From an optimization exercise on the open Yosys and OpenROAD flow, aimed at small area, a short achievable clock period and few clock cycles; shortcuts taken in it are not production practice.

## RISC_SPM
module RISC_SPM (clk, rst, mem_addr, mem_wdata, mem_we, mem_rdata);
  input        clk, rst;
  output [7:0] mem_addr;
  output [7:0] mem_wdata;
  output       mem_we;
  input  [7:0] mem_rdata;
  localparam [3:0] S_FETCH = 4'd0, S_EXEC = 4'd1, S_RD2 = 4'd2, S_WR2 = 4'd3, S_BR2 = 4'd4,
                   S_M1 = 4'd5, S_M2 = 4'd6, S_M3 = 4'd7, S_MW = 4'd8, S_HALT = 4'd9;
  reg [7:0] R0, R1, R2, R3;    
  reg [3:0] op;                
  reg [3:0] so, sd;            
  reg       opnd;              
  reg       chk;               
  reg [7:0] AR;                
  reg [7:0] T;                 
  reg       Z, V;
  reg       bone, btwo, bneg;  
  reg [3:0] st;
  wire [7:0] a = ({8{so[0]}} & R0) | ({8{so[1]}} & R1) | ({8{so[2]}} & R2) | ({8{so[3]}} & R3);
  wire [7:0] b = ({8{sd[0]}} & R0) | ({8{sd[1]}} & R1) | ({8{sd[2]}} & R2) | ({8{sd[3]}} & R3);
  wire exec = (st == S_EXEC);
  wire       is_sub = (op == 4'd2);
  wire       is_and = (op == 4'd3);
  wire       is_not = (op == 4'd4);
  wire [7:0] ax     = a ^ {8{is_sub}};
  wire [7:0] ag     = b & ax;
  wire [7:0] ap     = b ^ ax;
  reg  [7:0] kg, kp, kg2, kp2;
  integer    ki, ks;
  always @* begin
    kg = ag; kp = ap;
    kg[0] = ag[0] | (ap[0] & is_sub);
    for (ks = 1; ks < 8; ks = ks * 2) begin
      kg2 = kg; kp2 = kp;
      for (ki = ks; ki < 8; ki = ki + 1) begin
        kg2[ki] = kg[ki] | (kp[ki] & kg[ki-ks]);
        kp2[ki] = kp[ki] & kp[ki-ks];
      end
      kg = kg2; kp = kp2;
    end
  end
  wire [7:0] sum    = ap ^ {kg[6:0], is_sub};
  wire       alu_v  = ~is_and & ~(a[7] ^ b[7]) & (sum[7] ^ a[7]);
  wire [7:0] zc     = {b[6:0] | ax[6:0], is_sub};
  wire       zsum   = ((b ^ ax) == zc);
  wire       alu_z  = is_and ? ((a & b) == 8'd0) : is_not ? (a == 8'hFF) : zsum;
  wire       same = |(so & sd);
  wire       one  = bone;
  wire       two  = btwo;
  wire       neg  = bneg;
  ...
Size: ~71 flip-flops, about 27 I/O pins, roughly 0.0057 sq mm of cells after synthesis.
export LEC_CHECK = 0
export ABC_AREA = 1
export CAP_MARGIN = 20
export CORE_MARGIN = 2
export CORE_UTILIZATION = 40
export SETUP_SLACK_MARGIN = 2.7
export SLEW_MARGIN = 20
create_clock -name core_clock -period 6.0 [get_ports {clk}]
run.sh (not shown) runs the stock make flow with config.mk's settings and CLKGATE_MAP_FILE= SYNTH_SCRIPT=/design/flow/synth_recipe.tcl, a recipe that flattens the netlist after the stock synthesis.
Next try:
--- a/flow/design.v
+++ b/flow/design.v
@@ -11,13 +11,14 @@
   reg [3:0] so, sd;            
   reg       opnd;              
   reg       chk;               
   reg [7:0] AR;                
   reg [7:0] T;                 
   reg       Z, V;
-  reg       bone, btwo, bneg;  
+  reg [1:0] pr;                
+  reg       qm1;               
   reg [3:0] st;
   wire [7:0] a = ({8{so[0]}} & R0) | ({8{so[1]}} & R1) | ({8{so[2]}} & R2) | ({8{so[3]}} & R3);
   wire [7:0] b = ({8{sd[0]}} & R0) | ({8{sd[1]}} & R1) | ({8{sd[2]}} & R2) | ({8{sd[3]}} & R3);
   wire exec = (st == S_EXEC);
   wire       is_sub = (op == 4'd2);
   wire       is_and = (op == 4'd3);
@@ -37,20 +38,21 @@
         kp2[ki] = kp[ki] & kp[ki-ks];
       end
       kg = kg2; kp = kp2;
     end
   end
   wire [7:0] sum    = ap ^ {kg[6:0], is_sub};
+  wire [7:0] r      = is_and ? (a & b) : is_not ? ~a : sum;
   wire       alu_v  = ~is_and & ~(a[7] ^ b[7]) & (sum[7] ^ a[7]);
   wire [7:0] zc     = {b[6:0] | ax[6:0], is_sub};
   wire       zsum   = ((b ^ ax) == zc);
   wire       alu_z  = is_and ? ((a & b) == 8'd0) : is_not ? (a == 8'hFF) : zsum;
   wire       same = |(so & sd);
-  wire       one  = bone;
-  wire       two  = btwo;
-  wire       neg  = bneg;
+  wire       one  = pr[0] ^ qm1;
+  wire       two  = (pr[1] & ~pr[0] & ~qm1) | (~pr[1] & pr[0] & qm1);
+  wire       neg  = pr[1];
   wire [9:0] mb   = two ? {b[7], b, 1'b0} : (one ? {b[7], b[7], b} : 10'd0);
   wire [9:0] my   = mb ^ {10{neg}};
   wire [9:0] mx   = {{2{T[7]}}, T};
   wire [9:0] mg   = mx & my;
   wire [9:0] mp   = mx ^ my;
   reg  [9:0] qg, qp, qg2, qp2;
@@ -79,13 +81,13 @@
   end
   wire is_alu  = (op == 4'd1) | (op == 4'd2) | is_and | is_not;
   wire is_mul  = (op == 4'd10);
   wire halt    = op[3] & (op[2] | (op[1] & op[0]));
   wire mul_it  = (exec & is_mul) | (st == S_M1) | (st == S_M2) | (st == S_M3);
   assign mem_addr  = AR;
-  assign mem_wdata = a;
+  assign mem_wdata = T;               
   assign mem_we    = (st == S_WR2);
   wire fetch = (st == S_FETCH) | (st == S_MW) | (exec & ~is_mul & ~opnd & ~halt);
   wire alu_w  = exec & is_alu;
   wire z_next = alu_w ? alu_z : Z;
   wire [3:0] nop    = mem_rdata[7:4];
   wire       nmul   = (nop == 4'd10);
@@ -100,16 +102,18 @@
   wire [7:0] ar1    = AR + 8'd1;
   wire [7:0] ar2    = AR + 8'd2;
   wire       ar_f    = fetch & ~nskip;
   wire       ar_s    = fetch & nskip;
   wire       ar_u    = exec & opnd & untake;
   wire       ar_m    = (exec & opnd & ~untake & ~halt & ~is_mul) | (st == S_BR2);
-  wire       ar_t    = (st == S_RD2) | (st == S_WR2);
-  wire       ar_h    = ~fetch & ~(exec & opnd & ~halt & ~is_mul) & ~(st == S_BR2) & ~ar_t;
+  wire       ar_t    = (st == S_RD2);
+  wire       ar_w    = (st == S_WR2);
+  wire       ar_h    = ~fetch & ~(exec & opnd & ~halt & ~is_mul) & ~(st == S_BR2) & ~ar_t & ~ar_w;
   wire [7:0] ar_next = ({8{ar_f | ar_u}} & ar1) | ({8{ar_s}} & ar2) | ({8{ar_m}} & mem_rdata) |
-                       ({8{ar_t}} & T) | ({8{ar_h}} & AR);
+                       ({8{ar_t}} & T) | ({8{ar_w}} & {so, sd}) |
+                       ({8{ar_h}} & AR);
   wire       sel_sum = alu_w & ~is_and & ~is_not;
   wire       sel_and = alu_w & is_and;
   wire       sel_not = alu_w & is_not;
   wire       sel_rd  = (st == S_RD2);
   wire       sel_mul = mul_it;
   wire       sel_mw  = (st == S_MW);
@@ -130,13 +134,13 @@
     end else begin
       if (alu_w) begin
         Z <= alu_z;
         if (!is_not) V <= alu_v;
       end else if (st == S_M3) begin
         Z <= 1'b1;
-        V <= bneg & (so[0] ? S[1] : R0[7]);
+        V <= pr[1] & (so[0] ? S[1] : R0[7]);
       end
       AR <= ar_next;
       case (st)
         S_FETCH: st <= S_EXEC;
         S_EXEC:
           if (halt)         st <= S_HALT;
@@ -168,17 +172,18 @@
       op   <= nop;
       so   <= 4'b0001 << mem_rdata[3:2];
       sd   <= 4'b0001 << mem_rdata[1:0];
       opnd <= nopnd;
       chk  <= nchk;
       T    <= nmul ? 8'd0 : ar2;
-      bone <= rn[0];
-      btwo <= rn[1] & ~rn[0];
-      bneg <= rn[1];
+      pr   <= rn;
+      qm1  <= 1'b0;
     end else if (mul_it) begin
       T    <= S[9:2];
-      bone <= pnext[0] ^ bneg;
-      btwo <= (pnext[1] & ~pnext[0] & ~bneg) | (~pnext[1] & pnext[0] & bneg);
-      bneg <= pnext[1];
+      pr   <= pnext;
+      qm1  <= pr[1];
+    end else if (exec & (op == 4'd6)) begin
+      T    <= a;
+      {so, sd} <= T;
     end
   end
 endmodule
Sequential cell count stays the same.
Cell area climbs by 3.5%.
Core utilization went up by 1.3 points.
Die area climbs by 1.3%.
Global-route usage grows by 2.9 points.
Count of clock-buffer cells in the layout is unchanged.
Worst setup slack gains 20 ps.
Function was not checked in any run of this note: the RTL went through the layout flow alone.

## re-timing with driven ports
The results above use ideal ports. As a check the final layouts listed here were re-extracted and re-timed, cells and wires unchanged.
Step 1: set_driving_cell puts a clkbuf_16 on clk and a buf_2 on each other input, an assumption about the parent block.
Step 2 times the ports against the registers' clock, not the clock port: input delays grow and output delays shrink by t, the midpoint of the rising clock arrivals with the driver on.
Slacks: ideal ports / drivers / drivers and shift; pairs: ideal ports / drivers.
run	t, ns	setup slack, ns	latest minus earliest clock arrival (ns)	worst data-port slew with drivers (ns)
the first run	0.388	2.801 / 2.757 / 2.810	0.006 / 0.007	0.03
the second run	0.394	2.821 / 2.821 / 2.612	0.010 / 0.009	0.04
After both steps every run listed still meets setup and hold. For the second run, which loses most, drivers alone change the setup slack by 0.000 ns; drivers and shift together by -0.209 ns.
